Context: an optimization exercise on an open-source flow, tuned for small area, a short achievable clock period and few clock cycles. The choices shown serve that exercise and are no tape-out recipe.
In this exercise RTL edits were held to simulation tests only and were not proved equivalent to the original.
No activity file was given, so power comes from the tool's default toggle rates.

### flow/run.sh
#!/bin/bash
# synth_recipe.tcl (not shown) runs the flow's synth.tcl, then flattens the netlist and writes it again
# the make line also repeats each setting of config.mk as NAME=value (left out here)
make -C /OpenROAD-flow-scripts/flow DESIGN_CONFIG=/design/flow/config.mk WORK_HOME=/design/flow/orfs CLKGATE_MAP_FILE= SYNTH_SCRIPT=/design/flow/synth_recipe.tcl finish
### flow/config.mk
export PLATFORM = sky130hd
export DESIGN_NAME = cordic_core
export DESIGN_NICKNAME = cordic_core
export VERILOG_FILES = /design/flow/design.v
export SDC_FILE = /design/flow/constraint.sdc
export NUM_CORES = 4
export LEC_CHECK = 0
export ABC_AREA = 1
export CAP_MARGIN = 20
export CORE_MARGIN = 2
export CORE_UTILIZATION = 50
export SETUP_SLACK_MARGIN = 5.0
export SLEW_MARGIN = 20
export TNS_END_PERCENT = 10
### flow/constraint.sdc
create_clock -name core_clock -period 10.0 [get_ports {clk}]
set_input_delay 2.0000 -clock core_clock [delete_from_list [all_inputs] [get_ports {clk}]]
set_output_delay 2.0000 -clock core_clock [all_outputs]
set_load 0.01 [all_outputs]
### flow/design.v
module cordic_core (
    input  wire         clk,
    input  wire         rst,
    input  wire         bus_write,
    input  wire         bus_read,
    input  wire [5:0]   addr,
    input  wire [31:0]  wdata,
    output reg  [31:0]  rdata,
    output reg          done
);
    wire d0 = ~wdata[31];
    wire d1 = d0 ? (wdata[30] | wdata[29]) : (wdata[30] & wdata[29]);
    wire [31:0] pm = ({d1, d0} == 2'd0) ? 32'd3441162979 : ({d1, d0} == 2'd1) ? 32'd219937507 : ({d1, d0} == 2'd2) ? 32'd4075029789 : 32'd853804317;
    wire [15:0] xm = ({d1, d0} == 2'd0) ? 16'h26d9 : ({d1, d0} == 2'd1) ? 16'h748b : ({d1, d0} == 2'd2) ? 16'h748b : 16'h26d9;
    wire [15:0] ym = ({d1, d0} == 2'd0) ? 16'h8b75 : ({d1, d0} == 2'd1) ? 16'h26d9 : ({d1, d0} == 2'd2) ? 16'hd927 : 16'h748b;
    wire [29:0] zm = wdata[29:0] - pm[29:0];     
    wire [31:0] wsu = {~wdata[31], wdata[30:0]};      
    wire sat = (wsu >= 32'd3339092122) | (wsu < 32'd955875174);
    wire d2 = sat ? d0 : ~zm[29];
    wire [31:0] kp = ({d1, d0} == 2'd0) ? 32'd686345410 : ({d1, d0} == 2'd1) ? 32'd3907570882 : ({d1, d0} == 2'd2) ? 32'd52478600 : 32'd3273704072;
    wire [31:0] kn = ({d1, d0} == 2'd0) ? 32'd1021263224 : ({d1, d0} == 2'd1) ? 32'd4242488696 : ({d1, d0} == 2'd2) ? 32'd387396414 : 32'd3608621886;
    wire [28:0] zmp = wdata[28:0] + kp[28:0], zmn = wdata[28:0] + kn[28:0];
    wire d3 = sat ? d0 : (d2 ? ~zmp[28] : ~zmn[28]);
    wire [29:0] zc = sat ? (d0 ? 30'd337804157 : 30'd735937666) : zm;
    reg [15:0] xr, yr;
    reg [29:0] zr;        
    reg [6:0]  cnt;       
    reg        er1;       
    reg        busy;
    wire e0 = ~zr[29];
    wire e1 = er1;
    reg [27:0] zp;
    always @(*) begin
        zp = 28'd0;
        case ({e1, e0})
            2'd0: begin
                if (cnt[0]) zp = 28'd15971793;
                if (cnt[1]) zp = 28'd204413660;
                if (cnt[2]) zp = 28'd252415373;
                if (cnt[3]) zp = 28'd264430207;
                if (cnt[4]) zp = 28'd267434140;
                if (cnt[5]) zp = 28'd268185127;
                if (cnt[6]) zp = 28'd268372875;
            end
            2'd1: begin
                if (cnt[0]) zp = 28'd82454151;
                if (cnt[1]) zp = 28'd21312866;
                if (cnt[2]) zp = 28'd5339593;
                if (cnt[3]) zp = 28'd1335077;
                if (cnt[4]) zp = 28'd333772;
                if (cnt[5]) zp = 28'd83443;
                if (cnt[6]) zp = 28'd20861;
            end
            2'd2: begin
                if (cnt[0]) zp = 28'd185981305;
                if (cnt[1]) zp = 28'd247122590;
                if (cnt[2]) zp = 28'd263095863;
                if (cnt[3]) zp = 28'd267100379;
                if (cnt[4]) zp = 28'd268101684;
                if (cnt[5]) zp = 28'd268352013;
                if (cnt[6]) zp = 28'd268414595;
            end
            2'd3: begin
                if (cnt[0]) zp = 28'd252463663;
                if (cnt[1]) zp = 28'd64021796;
                if (cnt[2]) zp = 28'd16020083;
                if (cnt[3]) zp = 28'd4005249;
                if (cnt[4]) zp = 28'd1001316;
                if (cnt[5]) zp = 28'd250329;
                if (cnt[6]) zp = 28'd62581;
            end
        endcase
    end
    reg [26:0] zkp;
    always @(*) begin
        zkp = 27'd0;
        case ({e1, e0})
            2'd0: begin
                if (cnt[0]) zkp = 27'd75578604;
                if (cnt[1]) zkp = 27'd53341958;
                if (cnt[2]) zkp = 27'd13349920;
                if (cnt[3]) zkp = 27'd3337705;
                if (cnt[4]) zkp = 27'd834430;
                if (cnt[5]) zkp = 27'd208608;
                if (cnt[6]) zkp = 27'd62581;
            end
            2'd1: begin
                if (cnt[0]) zkp = 27'd9096246;
                if (cnt[1]) zkp = 27'd102225024;
                if (cnt[2]) zkp = 27'd126207972;
                if (cnt[3]) zkp = 27'd132215107;
                if (cnt[4]) zkp = 27'd133717070;
                if (cnt[5]) zkp = 27'd134092564;
                if (cnt[6]) zkp = 27'd134196867;
            end
            2'd2: begin
                if (cnt[0]) zkp = 27'd39786820;
                if (cnt[1]) zkp = 27'd10633028;
                if (cnt[2]) zkp = 27'd2669430;
                if (cnt[3]) zkp = 27'd667533;
                if (cnt[4]) zkp = 27'd166886;
                if (cnt[5]) zkp = 27'd41722;
                if (cnt[6]) zkp = 27'd20861;
            end
            2'd3: begin
                if (cnt[0]) zkp = 27'd107522190;
                if (cnt[1]) zkp = 27'd59516094;
                if (cnt[2]) zkp = 27'd115527482;
                if (cnt[3]) zkp = 27'd129544935;
                if (cnt[4]) zkp = 27'd133049526;
                if (cnt[5]) zkp = 27'd133925678;
                if (cnt[6]) zkp = 27'd134155147;
            end
        endcase
    end
    reg [26:0] zkn;
    always @(*) begin
        zkn = 27'd0;
        case ({e1, e0})
            2'd0: begin
                if (cnt[0]) zkn = 27'd26695538;
                if (cnt[1]) zkn = 27'd74701634;
                if (cnt[2]) zkn = 27'd18690246;
                if (cnt[3]) zkn = 27'd4672793;
                if (cnt[4]) zkn = 27'd1168202;
                if (cnt[5]) zkn = 27'd292050;
                if (cnt[6]) zkn = 27'd62581;
            end
            2'd1: begin
                if (cnt[0]) zkn = 27'd94430908;
                if (cnt[1]) zkn = 27'd123584700;
                if (cnt[2]) zkn = 27'd131548298;
                if (cnt[3]) zkn = 27'd133550195;
                if (cnt[4]) zkn = 27'd134050842;
                if (cnt[5]) zkn = 27'd134176006;
                if (cnt[6]) zkn = 27'd134196867;
            end
            2'd2: begin
                if (cnt[0]) zkn = 27'd125121482;
                if (cnt[1]) zkn = 27'd31992704;
                if (cnt[2]) zkn = 27'd8009756;
                if (cnt[3]) zkn = 27'd2002621;
                if (cnt[4]) zkn = 27'd500658;
                if (cnt[5]) zkn = 27'd125164;
                if (cnt[6]) zkn = 27'd20861;
            end
            2'd3: begin
                if (cnt[0]) zkn = 27'd58639124;
                if (cnt[1]) zkn = 27'd80875770;
                if (cnt[2]) zkn = 27'd120867808;
                if (cnt[3]) zkn = 27'd130880023;
                if (cnt[4]) zkn = 27'd133383298;
                if (cnt[5]) zkn = 27'd134009120;
                if (cnt[6]) zkn = 27'd134155147;
            end
        endcase
    end
    wire [27:0] zn = zr[27:0] - zp;                   
    wire [26:0] zsp = zr[26:0] + zkp, zsn = zr[26:0] + zkn;    
    wire en1 = ~zn[27] ? ~zsp[26] : ~zsn[26];
    reg [15:0] sx0;
    always @(*) begin
        sx0 = 16'd0;
        if (cnt[0]) sx0 = sx0 | ({{2{xr[15]}}, xr[15:2]});
        if (cnt[1]) sx0 = sx0 | ({{4{xr[15]}}, xr[15:4]});
        if (cnt[2]) sx0 = sx0 | ({{6{xr[15]}}, xr[15:6]});
        if (cnt[3]) sx0 = sx0 | ({{8{xr[15]}}, xr[15:8]});
        if (cnt[4]) sx0 = sx0 | ({{10{xr[15]}}, xr[15:10]});
        if (cnt[5]) sx0 = sx0 | ({{12{xr[15]}}, xr[15:12]});
        if (cnt[6]) sx0 = sx0 | ({{14{xr[15]}}, xr[15:14]});
    end
    reg [15:0] sy0;
    always @(*) begin
        sy0 = 16'd0;
        if (cnt[0]) sy0 = sy0 | ({{2{yr[15]}}, yr[15:2]});
        if (cnt[1]) sy0 = sy0 | ({{4{yr[15]}}, yr[15:4]});
        if (cnt[2]) sy0 = sy0 | ({{6{yr[15]}}, yr[15:6]});
        if (cnt[3]) sy0 = sy0 | ({{8{yr[15]}}, yr[15:8]});
        if (cnt[4]) sy0 = sy0 | ({{10{yr[15]}}, yr[15:10]});
        if (cnt[5]) sy0 = sy0 | ({{12{yr[15]}}, yr[15:12]});
        if (cnt[6]) sy0 = sy0 | ({{14{yr[15]}}, yr[15:14]});
    end
    reg [15:0] sx1;
    always @(*) begin
        sx1 = 16'd0;
        if (cnt[0]) sx1 = sx1 | ({{3{xr[15]}}, xr[15:3]});
        if (cnt[1]) sx1 = sx1 | ({{5{xr[15]}}, xr[15:5]});
        if (cnt[2]) sx1 = sx1 | ({{7{xr[15]}}, xr[15:7]});
        if (cnt[3]) sx1 = sx1 | ({{9{xr[15]}}, xr[15:9]});
        if (cnt[4]) sx1 = sx1 | ({{11{xr[15]}}, xr[15:11]});
        if (cnt[5]) sx1 = sx1 | ({{13{xr[15]}}, xr[15:13]});
        if (cnt[6]) sx1 = sx1 | ({{15{xr[15]}}, xr[15:15]});
    end
    reg [15:0] sy1;
    always @(*) begin
        sy1 = 16'd0;
        if (cnt[0]) sy1 = sy1 | ({{3{yr[15]}}, yr[15:3]});
        if (cnt[1]) sy1 = sy1 | ({{5{yr[15]}}, yr[15:5]});
        if (cnt[2]) sy1 = sy1 | ({{7{yr[15]}}, yr[15:7]});
        if (cnt[3]) sy1 = sy1 | ({{9{yr[15]}}, yr[15:9]});
        if (cnt[4]) sy1 = sy1 | ({{11{yr[15]}}, yr[15:11]});
        if (cnt[5]) sy1 = sy1 | ({{13{yr[15]}}, yr[15:13]});
        if (cnt[6]) sy1 = sy1 | ({{15{yr[15]}}, yr[15:15]});
    end
    reg [15:0] sx2;
    always @(*) begin
        sx2 = 16'd0;
        if (cnt[0]) sx2 = sx2 | ({{5{xr[15]}}, xr[15:5]});
        if (cnt[1]) sx2 = sx2 | ({{9{xr[15]}}, xr[15:9]});
        if (cnt[2]) sx2 = sx2 | ({{13{xr[15]}}, xr[15:13]});
        if (cnt[3]) sx2 = sx2 | ({{15{xr[15]}}, xr[15:15]});
        if (cnt[4]) sx2 = sx2 | ({{15{xr[15]}}, xr[15:15]});
        if (cnt[5]) sx2 = sx2 | ({{15{xr[15]}}, xr[15:15]});
        if (cnt[6]) sx2 = sx2 | ({{15{xr[15]}}, xr[15:15]});
    end
    reg [15:0] sy2;
    always @(*) begin
        sy2 = 16'd0;
        if (cnt[0]) sy2 = sy2 | ({{5{yr[15]}}, yr[15:5]});
        if (cnt[1]) sy2 = sy2 | ({{9{yr[15]}}, yr[15:9]});
        if (cnt[2]) sy2 = sy2 | ({{13{yr[15]}}, yr[15:13]});
        if (cnt[3]) sy2 = sy2 | ({{15{yr[15]}}, yr[15:15]});
        if (cnt[4]) sy2 = sy2 | ({{15{yr[15]}}, yr[15:15]});
        if (cnt[5]) sy2 = sy2 | ({{15{yr[15]}}, yr[15:15]});
        if (cnt[6]) sy2 = sy2 | ({{15{yr[15]}}, yr[15:15]});
    end
    reg [15:0] lm;
    always @(*) begin
        lm = 16'd0;
        if (cnt[0]) lm = lm | (16'h0007);
        if (cnt[1]) lm = lm | (16'h001f);
        if (cnt[2]) lm = lm | (16'h007f);
        if (cnt[3]) lm = lm | (16'h01ff);
        if (cnt[4]) lm = lm | (16'h07ff);
        if (cnt[5]) lm = lm | (16'h1fff);
        if (cnt[6]) lm = lm | (16'h7fff);
    end
    wire [15:0] m0 = {16{e0}}, m1 = {16{e1}};
    wire [15:0] vx = sy0 ^ m0;           
    wire [15:0] vy = sx0 ^ ~m0;          
    wire [16:0] lx = {1'b0, xr & lm} + {1'b0, vx & lm} + {16'b0, e0};
    wire [16:0] ly = {1'b0, yr & lm} + {1'b0, vy & lm} + {16'b0, ~e0};
    reg [0:0] cx;
    always @(*) begin
        cx = 1'd0;
        if (cnt[0]) cx = cx | (lx[3]);
        if (cnt[1]) cx = cx | (lx[5]);
        if (cnt[2]) cx = cx | (lx[7]);
        if (cnt[3]) cx = cx | (lx[9]);
        if (cnt[4]) cx = cx | (lx[11]);
        if (cnt[5]) cx = cx | (lx[13]);
        if (cnt[6]) cx = cx | (lx[15]);
    end
    reg [0:0] cy;
    always @(*) begin
        cy = 1'd0;
        if (cnt[0]) cy = cy | (ly[3]);
        if (cnt[1]) cy = cy | (ly[5]);
        if (cnt[2]) cy = cy | (ly[7]);
        if (cnt[3]) cy = cy | (ly[9]);
        if (cnt[4]) cy = cy | (ly[11]);
        if (cnt[5]) cy = cy | (ly[13]);
        if (cnt[6]) cy = cy | (ly[15]);
    end
    wire [15:0] ax = sy1 ^ m1, bx = sx2 ^ ~m0 ^ m1;
    wire [15:0] ay = sx1 ^ ~m1, by = sy2 ^ m0 ^ ~m1;
    wire [15:0] xs1 = xr ^ vx ^ ax;
    wire [15:0] xc1 = {(xr[14:0] & vx[14:0]) | (xr[14:0] & ax[14:0]) | (vx[14:0] & ax[14:0]), e0};
    wire [15:0] xs2 = xs1 ^ xc1 ^ bx;
    wire [15:0] xc2 = {(xs1[14:0] & xc1[14:0]) | (xs1[14:0] & bx[14:0]) | (xc1[14:0] & bx[14:0]), e1};
    wire xci = cy ^ e1;
    wire [16:0] xt = {xs2, xci} + {xc2, xci};
    wire [15:0] xn = xt[16:1];
    wire [15:0] ys1 = yr ^ vy ^ ay;
    wire [15:0] yc1 = {(yr[14:0] & vy[14:0]) | (yr[14:0] & ay[14:0]) | (vy[14:0] & ay[14:0]), ~e0};
    wire [15:0] ys2 = ys1 ^ yc1 ^ by;
    wire [15:0] yc2 = {(ys1[14:0] & yc1[14:0]) | (ys1[14:0] & by[14:0]) | (yc1[14:0] & by[14:0]), ~e1};
    wire yci = cx ^ ~e1;
    wire [16:0] yt = {ys2, yci} + {yc2, yci};
    wire [15:0] yn = yt[16:1];
    wire start = bus_write && (addr == 6'h04);
    always @(posedge clk) begin
        if (start) begin
            xr <= xm; yr <= ym; zr <= zc; er1 <= d3; cnt <= 7'd1;
        end else if (busy) begin
            xr <= xn; yr <= yn; zr <= {{2{zn[27]}}, zn}; er1 <= en1; cnt <= {cnt[5:0], 1'b0};
        end
    end
    always @(posedge clk) begin
        if (rst) begin
            busy <= 1'b0; done <= 1'b0;
        end else if (start) begin
            busy <= 1'b1; done <= 1'b0;
        end else if (busy) begin
            if (cnt[6]) begin busy <= 1'b0; done <= 1'b1; end
        end else begin
            done <= done & bus_write;
        end
    end
    wire sel_xy = ~addr[5] & ~addr[4] & addr[3] & ~addr[1] & ~addr[0];
    wire sel_ct = ~addr[5] & ~addr[4] & ~addr[3] & ~addr[2] & ~addr[1] & ~addr[0];
    wire [15:0] rv = addr[2] ? yr : xr;
    always @(*) begin
        rdata = {{16{sel_xy & rv[15]}}, {16{sel_xy}} & rv};
        rdata[0] = (sel_xy & rv[0]) | (sel_ct & done);
    end
endmodule
==> results of run 1 <==
[critical path: stages]
cell      delay (ns)
buf_8           0.10
nor2_4          0.15
nand3_4         0.17
buf_6           0.17
buf_4           0.13
a211oi_1        0.17
buf_2           0.18
[how the worst max path moves through the flow]
stage / end / slack (ns) / cells past startpoint
after CTS: rdata[30] / 4.96 / 7
after detailed placement: zr[22] / 2.83 / 19
after global placement: zr[24] / 2.89 / 21
after global routing: zr[24] / 4.88 / 22
after floorplan: zr[24] / 4.53 / 20
final: rdata[14] / 4.93 / 7
[power breakdown]
part / leakage, nW / internal [mW] / switching, mW
Clock: 0.168 / 0.246 / 0.152
Combinational: 7.92 / 0.588 / 1.14
Sequential: 0.633 / 0.374 / 0.0326
[area by class of cell]
cell class | count | area [um^2]
flip-flops and latches | 71 | 2050
multi-input cells | 2002 | 13000
fillers | 3125 | 13100
repair buffers | 150 | 1440
clock inverters | 6 | 116
clock buffers | 10 | 229
repair inverters | 2 | 15.0
well taps | 435 | 544
inverters | 347 | 1330
[stage by stage]
stage / hold slack, ns / setup WS [ns]
floorplan: 0.522 / 4.53
global placement: 0.512 / 2.89
detailed placement: 0.536 / 2.83
CTS: 0.549 / 4.96
global route: 0.590 / 4.88
finish: 0.549 / 4.93
[metal layers]
layer | GRT usage | up-vias | wire, um
met5 | 0 | - | 0
met1 | 0.454 | 8453 | 24400
li1 | - | 8611 | -
met2 | 0.622 | 1072 | 28700
met4 | 0.234 | 0 | 5040
met3 | 0.0739 | 329 | 5830
[registers in the layout (all words and copies together), names as in the netlist]
signal and cells:
zr 29, xr 16, yr 16, cnt 7
busy 1, done 1, er1 1
[cell families (layout without fill, tap and decap cells)]
kind of cell               after synthesis  in the layout  share of synthesized area
DFF                                     71             71                      0.126
xor gates and xnor gates               123            123                     0.0663
AOI/OAI and AO/OA                      617            617                      0.221
and+or+nand+nor                       1018           1020                      0.265
buffers and inverters                  437            515                      0.106
adders and majority gates              242            242                      0.215
[what timing repair did]
action	4_1_cts	5_1_grt
gates cloned	5	2
hold endpoints to repair	0	0
setup buffers	28	26
setup endpoints to repair	93	80
pin swaps	17	19
gates resized for setup	221	71
[placed cells by master, fill, tap and decap left out, types with 16 or more instances in the layout]
cell type,instances
o21ai_1,19
nand3_1,109
inv_1,320
o211ai_1,18
ha_1,170
a21oi_1,230
nand2_1,486
xor2_1,103
buf_6,23
a31oi_1,19
fa_1,61
edfxtp_1,62
nand2_2,16
buf_4,62
o22ai_1,23
nand4_1,30
inv_2,18
clkdlybuf4s50_1,32
nor3_1,30
nor2_1,275
o21ai_0,167
==> metrics.md, run 1 <==
| Metric | Value |
|---|---|
| Outcome | complete, no violations |
| Largest net degree at the start of global routing | 53 |
| Mapped Nets | 2792 |
| DRC Markers | 0 |
| Startpoint types | primary input |
| Arrival @ worst endpoint | 3.07 ns |
| Die area | 33900 um^2 |
| Number of core rows | 65 |
| P per Cell Area | 136 nW/um^2 |
| Clk buf depth | 2 |
| Worst hold path stage count | 2 |
| H-tree levels | 3 |
| Final Critical Period | 5.07 ns |
| #FFs+latches synth | 71 |
| Routed vias | 18465 |
| Average via count per standard cell | 6.11 |
| CTS tree | done |
| Io pins | 75 |
| Post-synth top area share | 0.139 |
| Leakage | 8.72 nW |
| Share of post-route cells with drive strength above 1 | 0.110 |
| Tot Pwr | 2.54 mW |
| Worst reg2reg path startpoint | zr[29] |
| Hold Buf Count CTS | 0 |
| Max FO, Critical Path | 4 |
| First-pass GRT wire length | 97900 um |
| Hold wc startpoint | done |
| Post-synth EDFFs | 62 |
| Crit. Startpoint | addr[5] |
| Total GRT Usage | 0.378 |
| Syn-to-layout area delta | 15.2% |
| Dpl cells | 2946 |
| Grt total ovfl | 0 |
| Chip width | 184 um |
| Finished Layout Cells | 3023 |
| Fin. max-slew vios | 0 |
| Final setup vio count | 0 |
| DR iter-0 viols | 2145 |
| # diodes | 0 |
| Fmax | 0.197 GHz |
| Req. time, crit path | 8.00 ns |
| Final GP Congestion | 1.07 |
| CP endpoint kind | primary output |
| Reg2Reg Depth | 23 |
| Max-Cap Viols | 0 |
| Synth top area cells | ha_1, edfxtp_1, nand2_1 |
| Hpwl dp | 48900 um |
| Initial antenna violation count | 0 |
| Flop-to-flop setup slack | 5.14 ns |
| Post-route cell area | 18700 um^2 |
| Mapped Avg Cell Area | 6.47 um^2 |
| Synth top cells by count | nand2_1, inv_1, nor2_1 |
| Latest clock arrival within the worst-skew pair | 0.37 ns |
| Cells after Synth | 2508 |
| Placeable Area | 31800 um^2 |
| VDD IR max | 88.2 uV |
| IO Port Bufs | 73 |
| Clock slew at reported path FFs | 0.06 ns |
| Period utilization | 0.507 |
| Placed inst area | 17400 um^2 |
| Slew @ Worst Pin | 1.11 ns |
| Post-Route WL | 64000 um |
| Ys flop type | edfxtp_1 |
| DR WL/cell | 21.2 um |
| Most common cell in the netlist | nand2_1 |
| Crit Path Category | primary input to primary output |
| Initial Util | 0.511 |
| Worst Skew | 0.00554 ns |
| Total CTS buffers | 9 |
| Sequential area share after synthesis | 0.126 |
| Number of detailed-route iterations in the first pass | 10 |
| FF-to-FF End | er1 |
| FFs w/ async S/R, synth | 0 |
| Post-synth cell types | 64 |
| # clock sinks | 71 |
| Hold Path Sink | done |
| Worst hold path class | register to register |
| Root Driver | clkbuf_16 |
| Vias in the first global route | 17297 |
| Synth area leader | ha_1 |
| Hold Vio Cnt, Final | 0 |
| Die Height | 184 um |
| Layout net count | 2867 |
| Setup_tns | 0 ns |
| Max-slew headroom | 0.241 |
| RSZ-0062 raised after global routing | true |
| Synthesized cell area | 16200 um^2 |
| Synth warn | 1 |
| Final core utilization | 0.588 |
| Post-DRT Antenna Nets | 0 |
Testbench counts, summed over its fixed seeds: cycles 64,000.
==> run 2, diff against run 1 <==
--- a/flow/config.mk
+++ b/flow/config.mk
@@ -13,2 +13 @@
 export SLEW_MARGIN = 20
-export TNS_END_PERCENT = 10
==> run 2 against run 1 <==
Against the previous run:
- still clean
- sequential cell count did not move
- clock skew shrank 0.0018 ns
- combinational power is essentially flat
- critical path depth grew 1
- register-to-register slack worse by 0.02 ns
- sequential share of layout area decreased by 0.081 points
- fmax shrank 0.57%
- synthesized area unchanged
- setup slack worse by 0.029 ns
- synthesized cell count did not move
- final area increased by 0.68%
- power fell by 0.41%
- largest cell class unchanged
- largest power group unchanged
==> metrics.md, run 2 <==
| Metric | Value |
|---|---|
| Io pins | 75 (unchanged) |
| Initial Util | 0.511 (unchanged) |
| Cells after Synth | 2508 (unchanged) |
| Routed vias | 18577 (+0.61%) |
| Post-DRT Antenna Nets | 0 (unchanged) |
| # clock sinks | 71 (unchanged) |
| Setup_tns | 0 ns (unchanged) |
| DR iter-0 viols | 2201 (+2.6%) |
| # diodes | 0 (unchanged) |
| Syn-to-layout area delta | 16.0% |
| Max-Cap Viols | 0 (unchanged) |
| Arrival @ worst endpoint | 3.10 ns (+0.03 ns) |
| Synth top area cells | ha_1, edfxtp_1, nand2_1 |
| Latest clock arrival within the worst-skew pair | 0.37 ns (about the same) |
| Final GP Congestion | 1.07 (-0.44%) |
| Synthesized cell area | 16200 um^2 (unchanged) |
| Clk buf depth | 2 (unchanged) |
| Final Critical Period | 5.10 ns (+0.0290 ns) |
| Root Driver | clkbuf_16 |
| Die area | 33900 um^2 (unchanged) |
| CP endpoint kind | primary output |
| Chip width | 184 um (unchanged) |
| Period utilization | 0.510 (+0.00290) |
| Worst Skew | 0.00374 ns (-0.00180 ns) |
| Outcome | complete, no violations |
| Die Height | 184 um (unchanged) |
| Commonest non-fill, non-tap cell in the layout | nand2_1 |
| Startpoint types | primary input |
| Synth warn | 1 (unchanged) |
| Mapped Nets | 2792 (unchanged) |
| Layout net count | 2872 (+0.17%) |
| Vias in the first global route | 17604 (+1.8%) |
| RSZ-0062 raised after global routing | true |
| Req. time, crit path | 8.00 ns (about the same) |
| Synth top cells by count | nand2_1, inv_1, nor2_1 |
| Sequential area share after synthesis | 0.126 (unchanged) |
| Average via count per standard cell | 6.14 (+0.44%) |
| Mapped Avg Cell Area | 6.47 um^2 (unchanged) |
| Post-Route WL | 63900 um (about the same) |
| Most common cell in the netlist | nand2_1 |
| Top Registers | zr: 29 flops, xr: 16 flops, yr: 16 flops |
| Max reg flops | 29 (unchanged) |
| Clock slew at reported path FFs | 0.06 ns (about the same) |
| Number of core rows | 65 (unchanged) |
| CTS tree | done |
| Post-synth EDFFs | 62 (unchanged) |
| P per Cell Area | 134 nW/um^2 (-1.1%) |
| Share of post-route cells with drive strength above 1 | 0.114 (+0.00442) |
| Hold Buf Count CTS | 0 (unchanged) |
| Reg with most FFs | zr |
| Tot Pwr | 2.53 mW (-0.41%) |
| Grt total ovfl | 0 (unchanged) |
| First-pass GRT wire length | 98400 um (+0.44%) |
| Hpwl dp | 48800 um (-0.22%) |
| Post-synth top area share | 0.139 (unchanged) |
| Ys flop type | edfxtp_1 |
| Most frequent cells in the layout | nand2_1, inv_1, nor2_1, a21oi_1, ha_1 |
| Total CTS buffers | 9 (unchanged) |
| H-tree levels | 3 (unchanged) |
| IO Port Bufs | 73 (unchanged) |
| Leakage | 8.81 nW (+1.0%) |
| Hold Vio Cnt, Final | 0 (unchanged) |
| VDD IR max | 98.1 uV (+11%) |
| Total GRT Usage | 0.378 (about the same) |
| Synth area leader | ha_1 |
| FFs w/ async S/R, synth | 0 (unchanged) |
| Crit Path Category | primary input to primary output |
| Final core utilization | 0.592 (+0.00401) |
| Max FO, Critical Path | 5 (+1) |
| Largest net degree at the start of global routing | 63 (+19%) |
| Fmax | 0.196 GHz (-0.57%) |
| Final setup vio count | 0 (unchanged) |
| #FFs+latches synth | 71 (unchanged) |
| Number of detailed-route iterations in the first pass | 8 (-2) |
| DR WL/cell | 21.1 um (-0.21%) |
| DRC Markers | 0 (unchanged) |
| Worst hold path class | register to register |
| Placeable Area | 31800 um^2 (unchanged) |
| Max-slew headroom | 0.282 (+0.0407) |
| Post-synth cell types | 64 (unchanged) |
| Fin. max-slew vios | 0 (unchanged) |
| Initial antenna violation count | 0 (unchanged) |
| Slew @ Worst Pin | 1.05 ns (-0.0595 ns) |
==> run 2: cell counts after synthesis <==
Identical to the previous run, type by type.
==> run 2: critical path, stage by stage <==
cell and delay, ns:
buf_6 0.10, nor2_4 0.12, nand3_4 0.14, buf_12 0.17, buf_12 0.13, buf_6 0.11
a211oi_2 0.15, buf_2 0.17
==> run 2: kinds of logic (layout without fill, tap and decap cells) <==
kind of cell | after synthesis | after routing | synth area share
AND/OR/NAND/NOR | 1018 | 1018 | 0.265
AO/OA/AOI/OAI | 617 | 617 | 0.221
buffers and inverters | 437 | 522 | 0.106
adder cells (fa/ha/maj) | 242 | 242 | 0.215
XOR/XNOR | 123 | 123 | 0.0663
flip-flops | 71 | 71 | 0.126
==> run 2: through the flow <==
step                      hold slack, ns  std cells  cell area, um^2  worst slack [ns]
after floorplan                    0.522       2508            16500              4.53
after global placement             0.524       2947            17400              3.28
after detailed placement           0.530       2947            17400              3.17
after CTS                          0.537       2990            18200              4.89
after global routing               0.567       3028            18800              4.87
final                              0.533       3028            18800              4.90
==> run 2: final timing paths <==
path	slack, ns	endpoint	cells after the start	start
worst max register to register	5.12	zr[25]	19	er1
worst min-delay path	0.53	done	2	done
worst max-delay path	4.90	rdata[14]	8	addr[4]
worst min register to register	0.53	done	2	done
==> run 2: final cells by class <==
class,count,area [um^2]
flip-flops and latches,71,2050
well taps,435,544
repair buffers,158,1590
repair inverters,1,7.51
clock inverters,6,90.1
fillers,3140,13000
inverters,347,1340
multi-input cells,2000,13000
clock buffers,10,239
==> run 2: power breakdown <==
part | internal, mW | switching, mW
Combinational | 0.596 | 1.16
Sequential | 0.374 | 0.0286
Clock | 0.226 | 0.145
==> run 2: repair_timing <==
item                                    4_1_cts  5_1_grt
endpoints found under the setup margin       93       79
buffers inserted                             22       36
gates cloned                                  5        2
pin swaps                                    14       28
resized for setup                           226       85
==> run 2: layer usage <==
layer / wire length [um] / up-vias / GRT usage
met3: 6190 / 294 / 0.0733
met1: 24200 / 8535 / 0.456
met4: 4460 / 0 / 0.220
li1: - / 8615 / -
met2: 29100 / 1133 / 0.627
met5: 0 / - / 0
==> run 3, diff against run 2 <==
--- a/flow/config.mk
+++ b/flow/config.mk
@@ -13 +13,2 @@
 export SLEW_MARGIN = 20
+export TNS_END_PERCENT = 5
==> run 3 against run 2 <==
Against the previous run:
- still clean
- non-clock buffer count fell by 16
- clock skew increased by 0.0029 ns
- combinational power hardly changed
==> metrics.md, run 3 <==
| Metric | Value |
|---|---|
| Outcome | complete, no violations |
| Ys flop type | edfxtp_1 |
| RSZ-0062 raised after global routing | true |
| Initial antenna violation count | 0 (unchanged) |
| Slew @ Worst Pin | 1.04 ns (-0.00762 ns) |
| Sequential area share after synthesis | 0.126 (unchanged) |
| Clk buf depth | 2 (unchanged) |
| CP endpoint kind | register |
| DR WL/cell | 21.3 um (+0.76%) |
| Crit Path Category | primary input to register |
| Startpoint types | primary input |
| Number of core rows | 65 (unchanged) |
| VDD IR max | 95.7 uV (-2.5%) |
| Final setup vio count | 0 (unchanged) |
| Reg with most FFs | zr |
| CTS tree | done |
| IO Port Bufs | 73 (unchanged) |
| Cells after Synth | 2508 (unchanged) |
| Max reg flops | 29 (unchanged) |
| # diodes | 0 (unchanged) |
| Chip width | 184 um (unchanged) |
| Placeable Area | 31800 um^2 (unchanged) |
| P per Cell Area | 133 nW/um^2 (-0.89%) |
| Worst setup path endpoint | zr[26] |
| Fin. max-slew vios | 0 (unchanged) |
| Total CTS buffers | 9 (unchanged) |
| DRC Markers | 0 (unchanged) |
| Reg2Reg Depth | 16 (-3) |
| Routed vias | 18374 (-1.1%) |
| H-tree levels | 3 (unchanged) |
| Final worst slack | 4.91 ns (+0.0118 ns) |
| Share of post-route cells with drive strength above 1 | 0.105 (-0.00942) |
| Synth top area cells | ha_1, edfxtp_1, nand2_1 |
| Req. time, crit path | 10.10 ns (+2.10 ns) |
| Top Registers | zr: 29 flops, xr: 16 flops, yr: 16 flops |
| FFs w/ async S/R, synth | 0 (unchanged) |
| Syn-to-layout area delta | 13.7% |
| Fmax | 0.197 GHz (+0.23%) |
| Most frequent cells in the layout | nand2_1, inv_1, nor2_1, a21oi_1 |
| Layout net count | 2858 (-0.49%) |
| Number of detailed-route iterations in the first pass | 8 (unchanged) |
| Hold Buf Count CTS | 0 (unchanged) |
| Max-Cap Viols | 0 (unchanged) |
| Hold Vio Cnt, Final | 0 (unchanged) |
| Period utilization | 0.509 (-0.00118) |
| Post-synth top area share | 0.139 (unchanged) |
| Die area | 33900 um^2 (unchanged) |
| Root Driver | clkbuf_16 |
| DR iter-0 viols | 2330 (+5.9%) |
| Die Height | 184 um (unchanged) |
| FF-to-FF End | zr[25] |
| Flop-to-flop setup slack | 5.07 ns (-0.05 ns) |
| Final Critical Period | 5.09 ns (-0.0118 ns) |
| Synth area leader | ha_1 |
| Setup_tns | 0 ns (unchanged) |
| Crit. Startpoint | wdata[31] |
| Hpwl dp | 49300 um (+1.1%) |
| Total GRT Usage | 0.378 (about the same) |
| Post-synth cell types | 64 (unchanged) |
| Arrival @ worst endpoint | 5.19 ns (+2.09 ns) |
| # clock sinks | 71 (unchanged) |
| Latest clock arrival within the worst-skew pair | 0.38 ns (about the same) |
| Worst reg2reg path startpoint | er1 |
| Synthesized cell area | 16200 um^2 (unchanged) |
| Vias in the first global route | 17418 (-1.1%) |
| Commonest non-fill, non-tap cell in the layout | nand2_1 |
| Worst hold path class | register to register |
| Max FO, Critical Path | 10 (+5) |
| Average via count per standard cell | 6.10 (-0.60%) |
| Grt total ovfl | 0 (unchanged) |
| Max-slew headroom | 0.296 (+0.0144) |
| First-pass GRT wire length | 98000 um (-0.34%) |
| Io pins | 75 (unchanged) |
| Leakage | 8.62 nW (-2.2%) |
| Post-DRT Antenna Nets | 0 (unchanged) |
| Post-Route WL | 64100 um (+0.26%) |
| #FFs+latches synth | 71 (unchanged) |
| Worst Skew | 0.00663 ns (+0.00289 ns) |
| Synth top cells by count | nand2_1, inv_1, nor2_1 |
| Most common cell in the netlist | nand2_1 |
| Initial Util | 0.511 (unchanged) |
| Post-synth EDFFs | 62 (unchanged) |
| Largest net degree at the start of global routing | 52 (-17%) |
| Final GP Congestion | 1.08 (+1.0%) |
| DP Worst Slack | 2.78 ns (-0.390 ns) |
| Mapped Nets | 2792 (unchanged) |
| Clock slew at reported path FFs | 0.06 ns (about the same) |
| Synth warn | 1 (unchanged) |
| Mapped Avg Cell Area | 6.47 um^2 (unchanged) |
-- run 3: logic make-up after synthesis --
group,Yosys count,share of synthesized area
AND/OR/NAND/NOR,1018,0.265
AO/OA/AOI/OAI,617,0.221
buffers and inverters,437,0.106
adder cells (fa/ha/maj),242,0.215
XOR/XNOR,123,0.0663
flip-flops,71,0.126
-- run 3: critical path, cell delays in order --
cell        delay, ns
clkbuf_4         0.19
nor3_4           0.06
a21oi_4          0.14
inv_2            0.06
ha_4             0.19
nor2_4           0.19
buf_4            0.19
clkinvlp_4       0.24
ha_1             0.43
inv_1            0.12
nand4_1          0.21
nor4_4           0.28
nand3_1          0.11
o211ai_1         0.33
xor2_1           0.14
a21oi_1          0.23
a31oi_1          0.06
-- run 3: timing repair --
| item | in CTS | in global routing |
|---|---|---|
| endpoints found under the setup margin | 93 | 78 |
| gates cloned | 6 | 1 |
| pin swaps | 14 | 11 |
| setup buffers | 21 | 21 |
| gates resized for setup | 235 | 39 |
-- run 3: through the flow --
stage | area [um^2] | std cells | utilization | hold WS, ns | power (mW)
floorplan | 16400 | 2508 | - | 0.522 | 1.57
global placement | 17400 | 2949 | 0.548 | 0.510 | 2.00
detailed placement | 17400 | 2949 | 0.548 | 0.533 | 2.02
CTS | 18100 | 2991 | 0.570 | 0.544 | 2.37
global route | 18500 | 3013 | 0.581 | 0.573 | 2.64
finish | 18500 | 3013 | 0.581 | 0.542 | 2.46
-- run 3: cell type report --
class / instances / area [um^2]
fillers: 3084 / 13300
multi-input cells: 2001 / 12900
flip-flops and latches: 71 / 2040
repair buffers: 142 / 1340
inverters: 347 / 1330
well taps: 435 / 544
clock buffers: 9 / 225
clock inverters: 6 / 38.8
repair inverters: 2 / 12.5
-- run 3: how the worst min path moves through the flow --
| stage | from | endpoint | slack (ns) | cells past startpoint |
|---|---|---|---|---|
| floorplan | done | done | 0.52 | 2 |
| global placement | done | done | 0.51 | 2 |
| detailed placement | done | done | 0.53 | 2 |
| CTS | done | done | 0.54 | 2 |
| global route | done | done | 0.57 | 2 |
| finish | done | done | 0.54 | 2 |
-- run 3: power by group --
group | internal (mW) | leakage (nW) | switching, mW | total (mW)
clock network | 0.166 | 0.129 | 0.153 | 0.319
registers | 0.373 | 0.633 | 0.0205 | 0.393
logic | 0.586 | 7.86 | 1.16 | 1.74
-- run 3: metal layers --
metal | GRT usage | share of wire | vias to the layer above | wire length (um)
li1 | - | - | 8588 | -
met1 | 0.449 | 0.38 | 8474 | 24300
met2 | 0.630 | 0.45 | 1019 | 29100
met3 | 0.0826 | 0.094 | 293 | 6030
met4 | 0.219 | 0.073 | 0 | 4700
met5 | 0 | 0 | - | 0
==> run 4, diff against run 3 <==
--- a/flow/config.mk
+++ b/flow/config.mk
@@ -10,5 +10,5 @@
 export CORE_MARGIN = 2
-export CORE_UTILIZATION = 50
+export CORE_UTILIZATION = 45
 export SETUP_SLACK_MARGIN = 5.0
 export SLEW_MARGIN = 20
-export TNS_END_PERCENT = 5
+export TNS_END_PERCENT = 10
==> run 4 against run 3 <==
Against the previous run:
- still clean on timing, DRC and antenna
- final area rose by 0.99%
- hold slack got worse by 0.013 ns
- global-route usage fell by 2.5 points
- non-clock buffer count rose by 20
- critical path type is now primary input to primary output
- critical endpoint is now rdata[12]
==> metrics.md, run 4 <==
| Metric | Value |
|---|---|
| Max reg flops | 29 (unchanged) |
| Arrival @ worst endpoint | 3.08 ns (-2.11 ns) |
| P per Cell Area | 135 nW/um^2 (+1.8%) |
| Number of core rows | 69 (+6.2%) |
| Vias in the first global route | 17543 (+0.72%) |
| Top sig layer | met4 |
| Initial Util | 0.457 (-0.0541) |
| Post-Route WL | 68200 um (+6.3%) |
| IO Port Bufs | 73 (unchanged) |
| Grt total ovfl | 0 (unchanged) |
| Period utilization | 0.508 (-0.000570) |
| Hold wc startpoint | done |
| Req. time, crit path | 8.00 ns (-2.10 ns) |
| Max FO, Critical Path | 5 (-5) |
| DR iter-0 viols | 1845 (-21%) |
| Slew @ Worst Pin | 1.08 ns (+0.0382 ns) |
| Final GP Congestion | 1.05 (-2.4%) |
| Commonest non-fill, non-tap cell in the layout | nand2_1 |
| Synth Area in XOR/XNOR | 0.0663 (unchanged) |
| Initial antenna violation count | 1 (+1) |
| Startpoint types | primary input |
| Worst path slowest cell | a211oi_1 |
| Crit Path Category | primary input to primary output |
| Root Driver | clkbuf_16 |
| Post-synth cell types | 64 (unchanged) |
| Post-synthesis adder-cell area fraction | 0.215 (unchanged) |
| Leakage | 8.76 nW (+1.6%) |
| Layout net count | 2876 (+0.63%) |
| Synth Area in Compound Gates | 0.221 (unchanged) |
| H-tree levels | 3 (unchanged) |
| # clock sinks | 71 (unchanged) |
| Syn-to-layout area delta | 14.8% |
| Die area | 37600 um^2 (+11%) |
| Latest clock arrival within the worst-skew pair | 0.39 ns (about the same) |
| Reg with most FFs | zr |
| Clock slew at reported path FFs | 0.07 ns (about the same) |
| Hold Vio Cnt, Final | 0 (unchanged) |
| Cells along the critical path | buf_2 -> nor2_4 -> nand3_4 -> buf_4 -> buf_4 -> a211oi_1 -> buf_2 |
| Outcome | complete, no violations |
| Mux contribution to synthesized area | 0 (unchanged) |
| Synth top cells by count | nand2_1, inv_1, nor2_1 |
| Setup_tns | 0 ns (unchanged) |
| CTS tree | done |
| Mapped Avg Cell Area | 6.47 um^2 (unchanged) |
| Worst reg2reg path startpoint | cnt[4] |
| Post-synth EDFFs | 62 (unchanged) |
| DRC Markers | 0 (unchanged) |
| Synth warn | 1 (unchanged) |
| Die Height | 194 um (+5.3%) |
| Worst hold path stage count | 2 (unchanged) |
| Largest net degree at the start of global routing | 47 (-9.6%) |
| Worst Skew | 0.0219 ns (+0.0152 ns) |
| Chip width | 194 um (+5.3%) |
| FF-to-FF End | xr[9] |
| Synthesized cell area | 16200 um^2 (unchanged) |
| Number of detailed-route iterations in the first pass | 9 (+1) |
| FFs w/ async S/R, synth | 0 (unchanged) |
| Post-Synth Simple-Gate Area | 0.265 (unchanged) |
| Worst hold path class | register to register |
| Hold Buf Count CTS | 0 (unchanged) |
| First-pass GRT wire length | 103000 um (+4.7%) |
| Routed vias | 18393 (+0.10%) |
| RSZ-0062 raised after global routing | true |
| WL met2 | 31800 um (+9.1%) |
| Share of post-route cells with drive strength above 1 | 0.106 (+0.000774) |
| Ys flop type | edfxtp_1 |
| Post-synth top area share | 0.139 (unchanged) |
| Hpwl dp | 52800 um (+7.1%) |
| Cells after Synth | 2508 (unchanged) |
| DR WL met3 | 5040 um (-17%) |
| DR WL/cell | 22.3 um (+4.7%) |
| Most frequent cells in the layout | nand2_1, inv_1, nor2_1, a21oi_1, ha_1 |
| VDD IR max | 110 uV (+15%) |
| #FFs+latches synth | 71 (unchanged) |
| Hold Path Sink | done |
| Synth top area cells | ha_1, edfxtp_1, nand2_1 |
| CP endpoint kind | primary output |
| Mapped Nets | 2792 (unchanged) |
| Total GRT Usage | 0.353 (-0.0248) |
| Met1 WL | 27100 um (+12%) |
| Fin. max-slew vios | 0 (unchanged) |
| Critical Path Max Stage Delay | 0.23 ns (-0.20 ns) |
| Main combinational cell family by area after synthesis | simple AND/OR/NAND/NOR gates |
| Placeable Area | 35600 um^2 (+12%) |
| Post-DRT Antenna Nets | 0 (unchanged) |
| Fmax | 0.197 GHz (+0.11%) |
| Max-Cap Viols | 0 (unchanged) |
| Total CTS buffers | 9 (unchanged) |
| Final Critical Period | 5.08 ns (-0.00570 ns) |
| Final core utilization | 0.524 (-0.0564) |
| Max-slew headroom | 0.261 (-0.0353) |
| Final setup vio count | 0 (unchanged) |
| Clk buf depth | 2 (unchanged) |
| Sequential area share after synthesis | 0.126 (unchanged) |
| Most common cell in the netlist | nand2_1 |
| Io pins | 75 (unchanged) |
| Reg2Reg Depth | 19 (+3) |
| Top Registers | zr: 29 flops, xr: 16 flops, yr: 16 flops |
| Flop-to-flop setup slack | 5.06 ns (about the same) |
| Average via count per standard cell | 6.01 (-1.4%) |
| Synth area leader | ha_1 |
## run 4: worst max path at each step
stage,endpoint,start
after floorplan,zr[24],wdata[30]
final,rdata[12],addr[4]
after detailed placement,zr[22],wdata[31]
after CTS,rdata[17],addr[0]
after global placement,zr[22],wdata[31]
after global routing,yr[15],cnt[4]
## run 4: kinds of logic (layout without fill, tap and decap cells)
family,count (synthesis),count (layout)
compound gates,617,617
xor+xnor,123,123
fa+ha+maj,242,242
buf+inv,437,526
flops,71,71
other cells,0,1
simple gates,1018,1018
## run 4: area by class of cell
type,count,area (um^2)
timing repair buffer,162,1470
fill,3635,16900
clock buffer,9,225
clock inverter,7,76.3
inverter,347,1340
sequential,71,2040
antenna,1,2.50
tap,461,577
multi-input combinational,2000,12900
timing repair inverter,1,7.51
## run 4: routing by layer
layer,GRT usage,up-vias
li1,-,8647
met1,0.431,8661
met2,0.593,869
met3,0.0494,216
met4,0.208,0
met5,0,-
## run 4: repair_timing
action | CTS | global route
buffers inserted | 17 | 39
pin swaps | 13 | 20
setup endpoints to repair | 93 | 81
hold endpoints to repair | 0 | 0
resized for setup | 189 | 71
cloned | 4 | 1
## run 4: stage by stage
step                      setup WS, ns  hold slack [ns]  power (mW)  area, um^2  std cells
after floorplan                   4.53            0.522        1.57       16400       2508
final                             4.92            0.529        2.52       18600       3059
after detailed placement          3.21            0.521        2.04       17500       2981
after CTS                         4.96            0.532        2.45       18100       3018
after global routing              4.90            0.583        2.73       18600       3058
after global placement            3.26            0.501        2.03       17500       2981
## run 4: worst max-delay path, delay by kind of cell
kind / cells / cell delay, ns
compound gates: 1 / 0.23
simple gates: 2 / 0.23
buf+inv: 4 / 0.61
## run 4: power by group
group,leakage [nW],internal [mW],switching [mW]
Sequential,0.633,0.372,0.0181
Clock,0.145,0.197,0.178
Combinational,7.98,0.591,1.17

[what the ideal ports hide]
No port has a modelled driver above. Below, the same layouts with a new extraction and two added sets of constraints.
Step 1 (the two cells are an assumption about what drives the block):
set clk [get_ports {clk}]
set_driving_cell -lib_cell sky130_fd_sc_hd__clkbuf_16 $clk
set_driving_cell -lib_cell sky130_fd_sc_hd__buf_2 [delete_from_list [all_inputs] $clk]
Step 2 adds t to the input delays and takes it off the output delays; t is the mean of the earliest and latest rising clock arrival at the registers after step 1. Input paths then give back, and output paths get back, about the clock's delay inside the block.
a / b / c = ideal / step 1 / step 2; a / b = the first two.
run	t (ns)	setup WS [ns]	latest minus earliest clock arrival (ns)	worst register clock-pin slew, ns	pins driven straight from the clock port
run 1	0.422	4.932 / 4.893 / 4.696	0.006 / 0.006	0.07 / 0.07	1
run 2	0.421	4.903 / 4.864 / 4.669	0.003 / 0.004	0.06 / 0.06	1
run 3	0.430	4.914 / 4.910 / 4.513	0.006 / 0.007	0.07 / 0.07	1
run 4	0.435	4.920 / 4.887 / 4.702	0.023 / 0.023	0.09 / 0.09	1
After both steps setup and hold are still met in every run listed. For run 3, which loses most, drivers alone change the setup slack by -0.004 ns; drivers and shift together by -0.401 ns.
